This is an optimization exercise on Yosys and OpenROAD, whose aim is small area, not a production implementation.
Only simulation tests tie the RTL to the original design; equivalence was not proved.

==> inputs of run a <==
==> flow/design.v <==
module dsp_aoi222 (
	input  logic a0, b0, a1, b1, a2, b2,
	output logic y
);
assign y = ~((a0 & b0) | (a1 & b1) | (a2 & b2));
endmodule
module dsp_aoi22 (
	input  logic a0, b0, a1, b1,
	output logic y
);
assign y = ~((a0 & b0) | (a1 & b1));
endmodule
module dsp_ao22 (
	input  logic a0, b0, a1, b1,
	output logic y
);
assign y = (a0 & b0) | (a1 & b1);
endmodule
module dsp_aoi_or #(parameter int N = 32) (
	input  logic [N-1:0] sel,
	input  logic [N-1:0] dat,
	output logic [(N+2)/3-1:0] y
);
localparam int G = N / 3;
genvar g;
generate
	for (g = 0; g < G; g++) begin : grp
		dsp_aoi222 u (.a0(sel[3*g]), .b0(dat[3*g]), .a1(sel[3*g+1]), .b1(dat[3*g+1]),
		              .a2(sel[3*g+2]), .b2(dat[3*g+2]), .y(y[g]));
	end
	if (N % 3 == 2) begin : rem2
		dsp_aoi22 u (.a0(sel[N-2]), .b0(dat[N-2]), .a1(sel[N-1]), .b1(dat[N-1]), .y(y[G]));
	end
	if (N % 3 == 1) begin : rem1
		assign y[G] = ~(sel[N-1] & dat[N-1]);
	end
endgenerate
endmodule
module dispatcher(
	input  logic         clk,
	input  logic         rst,
	input  logic [31:0]  ifetch_pc_plus_four,
	input  logic [31:0]  ifetch_instruction,
	input  logic         ifetch_empty_flag,
	input  logic [6:0]   cdb_tag,
	input  logic         cdb_valid,
	input  logic [31:0]  cdb_data,
	input  logic         cdb_branch,
	input  logic         cdb_branch_taken,
	output logic [31:0]  dispatch_jmp_branch_addr,
	output logic         dispatch_jump_branch,
	output logic         dispatch_ren,
	output logic         en_div_dispatch,
	output logic         en_mult_dispatch,
	output logic         en_store_load_dispatch,
	output logic         en_int_dispatch,
	output logic [100:0] dispatcher_2_int_queue,
	output logic [119:0] dispatcher_2_lw_sw_queue,
	output logic [83:0]  dispatcher_2_mult_or_div
);
genvar gi, gj, gb;
logic [31:0] instr;
assign instr = ifetch_empty_flag ? 32'b0 : ifetch_instruction;
logic [6:0] opc;
logic [4:0] rd, rs1, rs2;
logic [2:0] f3;
logic [6:0] f7;
assign opc = instr[6:0];
assign rd  = instr[11:7];
assign f3  = instr[14:12];
assign rs1 = instr[19:15];
assign rs2 = instr[24:20];
assign f7  = instr[31:25];
logic is_r, is_i, is_s, is_b, is_j, is_u, is_jalr, is_lw, is_lui;
assign is_r    = (opc == 7'b0110011);
assign is_i    = (opc == 7'b0010011);
assign is_s    = (opc == 7'b0100011);
assign is_b    = (opc == 7'b1100011);
assign is_j    = (opc == 7'b1101111);
assign is_u    = (opc == 7'b0010111);
assign is_jalr = (opc == 7'b1100111);
assign is_lw   = (opc == 7'b0000011);
assign is_lui  = (opc == 7'b0110111);
logic rename;
assign rename = (is_r | is_i | is_u | is_j) & (rd != 5'd0);
logic [31:0] imm_i, imm_s, imm_b, imm_j, imm_u, imm;
assign imm_i = {{20{instr[31]}}, instr[31:20]};
assign imm_s = {{21{instr[31]}}, instr[30:25], instr[11:7]};
assign imm_b = {{20{instr[31]}}, instr[7], instr[30:25], instr[11:8], 1'b0};
assign imm_j = {{12{instr[31]}}, instr[19:12], instr[20], instr[30:21], 1'b0};
assign imm_u = {instr[31:12], 12'b0};
assign imm = ({32{is_i | is_jalr | is_lw}} & imm_i) |
             ({32{is_s}} & imm_s) |
             ({32{is_b}} & imm_b) |
             ({32{is_j}} & imm_j) |
             ({32{is_u}} & imm_u);
logic [31:0] bj_imm;
assign bj_imm = {32{is_b | is_j}} & imm;
assign dispatch_jmp_branch_addr = ifetch_pc_plus_four + bj_imm;
assign dispatch_jump_branch = is_j | cdb_branch_taken;
assign dispatch_ren = ~is_b;
logic md;
assign md = (f7 == 7'h01);
assign en_div_dispatch        = is_r & md & (f3 == 3'h4);
assign en_mult_dispatch       = is_r & md & (f3 == 3'h0);
assign en_int_dispatch        = (is_r & ~(md & (f3 == 3'h4 || f3 == 3'h0))) |
                                is_i | is_lui | is_jalr | is_b | is_u;
assign en_store_load_dispatch = is_lw | is_s;
logic [5:0]  fifo [0:63];
logic [5:0]  rp, wp;
logic        lap;         
logic        written;     
logic [63:0] fwe;         
logic [63:0] rsel;        
logic [5:0]  head;
always_comb begin
	for (int j = 0; j < 64; j++) begin
		fwe[j]  = cdb_valid && (wp == j[5:0]);
		rsel[j] = written && (rp == j[5:0]);
	end
end
generate
	for (gj = 0; gj < 64; gj++) begin : fslot
		logic [5:0] nxt;
		for (gb = 0; gb < 6; gb++) begin : fbit
			dsp_ao22 u (.a0(fifo[gj][gb]), .b0(~fwe[gj]), .a1(cdb_tag[gb]), .b1(fwe[gj]), .y(nxt[gb]));
		end
		always_ff @(posedge clk) fifo[gj] <= nxt;
	end
endgenerate
always_ff @(posedge clk or posedge rst) begin
	if (rst) begin
		rp  <= 6'd0;
		wp  <= 6'd0;
		lap <= 1'b0;
	end else begin
		if (cdb_valid) begin
			wp <= wp + 6'd1;
			if (wp == 6'd63)
				lap <= 1'b1;
		end
		if (rename)
			rp <= rp + 6'd1;
	end
end
assign written = lap || (rp < wp);
generate
	for (gb = 0; gb < 6; gb++) begin : hbit
		logic [64:0] s, d;
		logic [21:0] y;
		for (gj = 0; gj < 64; gj++) begin : col
			assign d[gj] = fifo[gj][gb];
		end
		assign s = {~written, rsel};
		assign d[64] = rp[gb];
		dsp_aoi_or #(.N(65)) u (.sel(s), .dat(d), .y(y));
		assign head[gb] = ~&y;
	end
endgenerate
logic [31:1] rs_v;
logic [5:0]  rs_tag [1:31];
logic [31:1] match, ren_sel, sel1, sel2;
always_comb begin
	for (int i = 1; i < 32; i++) begin
		ren_sel[i] = rename && (rd == i[4:0]);
		sel1[i]    = (rs1 == i[4:0]);
		sel2[i]    = (rs2 == i[4:0]);
		match[i]   = cdb_valid && rs_v[i] && (rs_tag[i] == cdb_tag[5:0]);
	end
end
always_ff @(posedge clk or posedge rst) begin
	if (rst)
		rs_v <= '0;
	else
		rs_v <= ren_sel | (rs_v & ~match);
end
generate
	for (gi = 1; gi < 32; gi++) begin : rslot
		logic [5:0] nxt;
		for (gb = 0; gb < 6; gb++) begin : tbit
			dsp_ao22 u (.a0(rs_tag[gi][gb]), .b0(~ren_sel[gi]), .a1(head[gb]), .b1(ren_sel[gi]), .y(nxt[gb]));
		end
		always_ff @(posedge clk) rs_tag[gi] <= nxt;
	end
endgenerate
logic [7:0] rt1, rt2;
generate
	for (gb = 0; gb < 8; gb++) begin : rtbit
		logic [30:0] d;
		logic [10:0] y1, y2;
		for (gi = 1; gi < 32; gi++) begin : col
			if (gb == 7) begin : m
				assign d[gi-1] = match[gi];
			end else if (gb == 6) begin : v
				assign d[gi-1] = rs_v[gi];
			end else begin : t
				assign d[gi-1] = rs_tag[gi][gb];
			end
		end
		dsp_aoi_or #(.N(31)) u1 (.sel(sel1), .dat(d), .y(y1));
		dsp_aoi_or #(.N(31)) u2 (.sel(sel2), .dat(d), .y(y2));
		assign rt1[gb] = ~&y1;
		assign rt2[gb] = ~&y2;
	end
endgenerate
logic        v1, v2;
logic [5:0]  t1, t2, tag1, tag2;
logic        fwd1, fwd2, imm2, fwd2g;
assign v1 = rt1[6];
assign v2 = rt2[6];
assign t1 = rt1[5:0];
assign t2 = rt2[5:0];
assign tag1 = {6{v1}} & t1;
assign tag2 = {6{v2}} & t2;
assign fwd1 = rt1[7];
assign fwd2 = rt2[7];
assign imm2 = is_i | is_lui;        
assign fwd2g = fwd2 & ~imm2;
logic [31:0] rf [1:31];
logic [31:1] rf_we;
logic [31:0] wdata, wdata2;
assign rf_we  = {31{rst}} | match;
assign wdata  = rst ? 32'h0 : cdb_data;
assign wdata2 = rst ? 32'h7fffeffc : cdb_data;
generate
	for (gi = 1; gi < 32; gi++) begin : rfrow
		logic [31:0] nxt;
		for (gb = 0; gb < 32; gb++) begin : rfbit
			dsp_ao22 u (.a0(rf[gi][gb]), .b0(~rf_we[gi]), .a1((gi == 2) ? wdata2[gb] : wdata[gb]),
			            .b1(rf_we[gi]), .y(nxt[gb]));
		end
		always_ff @(posedge clk) rf[gi] <= nxt;
	end
endgenerate
logic [31:1] s1g, s2g;
assign s1g = sel1 & {31{~fwd1}};
assign s2g = sel2 & {31{~(fwd2 | imm2)}};
logic [31:0] d1, d2;
generate
	for (gb = 0; gb < 32; gb++) begin : rfrd
		logic [31:0] sa, da;
		logic [32:0] sb, db;
		logic [10:0] ya, yb;
		for (gi = 1; gi < 32; gi++) begin : col
			assign da[gi-1] = rf[gi][gb];
			assign db[gi-1] = rf[gi][gb];
		end
		assign sa = {fwd1, s1g};
		assign da[31] = cdb_data[gb];
		assign sb = {imm2, fwd2g, s2g};
		assign db[32:31] = {imm[gb], cdb_data[gb]};
		dsp_aoi_or #(.N(32)) ua (.sel(sa), .dat(da), .y(ya));
		dsp_aoi_or #(.N(33)) ub (.sel(sb), .dat(db), .y(yb));
		assign d1[gb] = ~&ya;
		assign d2[gb] = ~&yb;
	end
endgenerate
logic q_v1, q_v2;
assign q_v1 = ~v1 | fwd1;
assign q_v2 = (is_i | is_lui | is_lw) | ~v2 | fwd2;
logic [83:0] q;
assign q = {d1, d2, q_v1, q_v2, tag1, tag2, head};
assign dispatcher_2_int_queue   = {q, opc, f3, f7};
assign dispatcher_2_lw_sw_queue = {q, imm, ~is_lw, f3};
assign dispatcher_2_mult_or_div = q;
endmodule
==> flow/flow/run.sh <==
#!/bin/bash
# The standard layout (the standard.sh), with the port buffers made of the
# smallest buffer cell instead of the resizer's default choice.
set -euo pipefail
export BUFFER_PORTS_ARGS="-buffer_cell sky130_fd_sc_hd__buf_1"
bash standard.sh > standard.log 2>&1
==> flow/standard.sh <==
#!/bin/bash
# synth_recipe.tcl (not shown) runs the flow's synth.tcl, then flattens the netlist and writes it again
# the make line also repeats each setting of config.mk as NAME=value (left out here)
make -C /OpenROAD-flow-scripts/flow DESIGN_CONFIG=/design/flow/config.mk WORK_HOME=/design/flow/orfs CLKGATE_MAP_FILE= SYNTH_SCRIPT=/design/flow/synth_recipe.tcl "${@:-finish}"
==> flow/config.mk <==
export PLATFORM = sky130hd
export DESIGN_NAME = dispatcher
export DESIGN_NICKNAME = dispatcher
export VERILOG_FILES = /design/flow/design.v
export SDC_FILE = /design/flow/constraint.sdc
export NUM_CORES = 4
export LEC_CHECK = 0
export CAP_MARGIN = 20
export CORE_MARGIN = 2
export CORE_UTILIZATION = 40
export SLEW_MARGIN = 20
export SYNTH_HIERARCHICAL = 1
export SYNTH_MINIMUM_KEEP_SIZE = 0
==> flow/constraint.sdc <==
create_clock -name core_clock -period 10.0 [get_ports {clk}]
set_input_delay 2.0000 -clock core_clock [delete_from_list [all_inputs] [get_ports {clk}]]
set_output_delay 2.0000 -clock core_clock [all_outputs]
set_load 0.01 [all_outputs]
==> run b: changes against run a <==
--- a/flow/design.v
+++ b/flow/design.v
@@ -207,3 +207,3 @@
 logic [5:0]  t1, t2, tag1, tag2;
-logic        fwd1, fwd2, imm2, fwd2g;
+logic        fwd1, fwd2, imm2;
 assign v1 = rt1[6];
@@ -217,3 +217,2 @@
 assign imm2 = is_i | is_lui;        
-assign fwd2g = fwd2 & ~imm2;
 logic [31:0] rf [1:31];
@@ -234,5 +233,2 @@
 endgenerate
-logic [31:1] s1g, s2g;
-assign s1g = sel1 & {31{~fwd1}};
-assign s2g = sel2 & {31{~(fwd2 | imm2)}};
 logic [31:0] d1, d2;
@@ -240,4 +236,3 @@
 	for (gb = 0; gb < 32; gb++) begin : rfrd
-		logic [31:0] sa, da;
-		logic [32:0] sb, db;
+		logic [30:0] da;
 		logic [10:0] ya, yb;
@@ -245,12 +240,7 @@
 			assign da[gi-1] = rf[gi][gb];
-			assign db[gi-1] = rf[gi][gb];
-		end
-		assign sa = {fwd1, s1g};
-		assign da[31] = cdb_data[gb];
-		assign sb = {imm2, fwd2g, s2g};
-		assign db[32:31] = {imm[gb], cdb_data[gb]};
-		dsp_aoi_or #(.N(32)) ua (.sel(sa), .dat(da), .y(ya));
-		dsp_aoi_or #(.N(33)) ub (.sel(sb), .dat(db), .y(yb));
-		assign d1[gb] = ~&ya;
-		assign d2[gb] = ~&yb;
+		end
+		dsp_aoi_or #(.N(31)) ua (.sel(sel1), .dat(da), .y(ya));
+		dsp_aoi_or #(.N(31)) ub (.sel(sel2), .dat(da), .y(yb));
+		assign d1[gb] = fwd1 ? cdb_data[gb] : ~&ya;
+		assign d2[gb] = imm2 ? imm[gb] : fwd2 ? cdb_data[gb] : ~&yb;
 	end
==> flow/flow/run.sh (replaced) <==
#!/bin/bash
# The standard layout (the standard.sh), with
# - the port buffers made of the smallest buffer cell instead of the
#   resizer's default choice;
# - clock tree synthesis with one clock buffer type, larger sink clusters and
#   no dummy loads.
set -euo pipefail
export BUFFER_PORTS_ARGS="-buffer_cell sky130_fd_sc_hd__buf_1"
export CTS_ARGS="-sink_clustering_enable -repair_clock_nets -dont_use_dummy_load -buf_list {sky130_fd_sc_hd__clkbuf_16} -sink_clustering_size 24 -sink_clustering_max_diameter 70"
bash standard.sh > standard.log 2>&1
- CORE_UTILIZATION: 40 -> 58
==> flow_metrics.env <==
export IMPL_p_leak_nw=28.9
export IMPL_power_share_switching_pct=29.4
export IMPL_crit_chain="clkbuf_2, buf_4, nor2b_1, and2_1, nand3_1, a21o_1, buf_4, nor2_1, ha_1, o21a_1, o211ai_1, a31oi_1, o311ai_1, a31oi_1, a311oi_1, buf_1"
export IMPL_avgSynthCellArea_sq_um=10.7
export IMPL_die_w_um=347
export IMPL_multi_input_area_sq_um=34100
export IMPL_timing_final_crit_share_pct=89.3
export IMPL_status="finished clean"
That was run b.
==> flow_metrics.env <==
export IMPL_crit_chain="clkbuf_2, nor2b_1, nand2_1, nor2_1, a222oi_1, nand4_1, nor3_1, buf_4, nand3_1, nor2_4, buf_12, a222oi_1, nand4_1, nor2_1, nand4_1, buf_1"
export IMPL_power_share_switching_pct=29.1
export IMPL_multi_input_area_sq_um=34500
export IMPL_status="finished clean"
export IMPL_timing_final_crit_share_pct=98.1
export IMPL_p_leak_nw=31.0
export IMPL_largest_reg_flops=992
export IMPL_pwr_share_seq_pct=46.9
export IMPL_avgSynthCellArea_sq_um=10.8
That was run a.

## what the ideal ports hide
In the flow no input, the clock included, has a driving cell. The finished layouts below were timed again as built, in two steps. Step 1 assumes that a clkbuf_16 drives the clock port and a buf_2 every other input. Step 2 adds t to the input delays and takes it off the output delays; t is the mean of the earliest and latest rising clock arrival at the registers after step 1. Input paths then give back, and output paths get back, about the clock's delay inside the block. Slacks: ideal ports / drivers / drivers and shift; pairs: ideal ports / drivers.
run	t (ns)	setup slack, ns	worst register clock-pin slew, ns
run a	0.904	0.194 / 0.170 / 0.170	0.07 / 0.07
run b	0.803	1.072 / 1.045 / 1.045	0.10 / 0.10
After both steps setup and hold are still met in every run listed. The setup slack of run b, which loses most, moves by -0.027 ns with the drivers and by -0.027 ns with both steps.
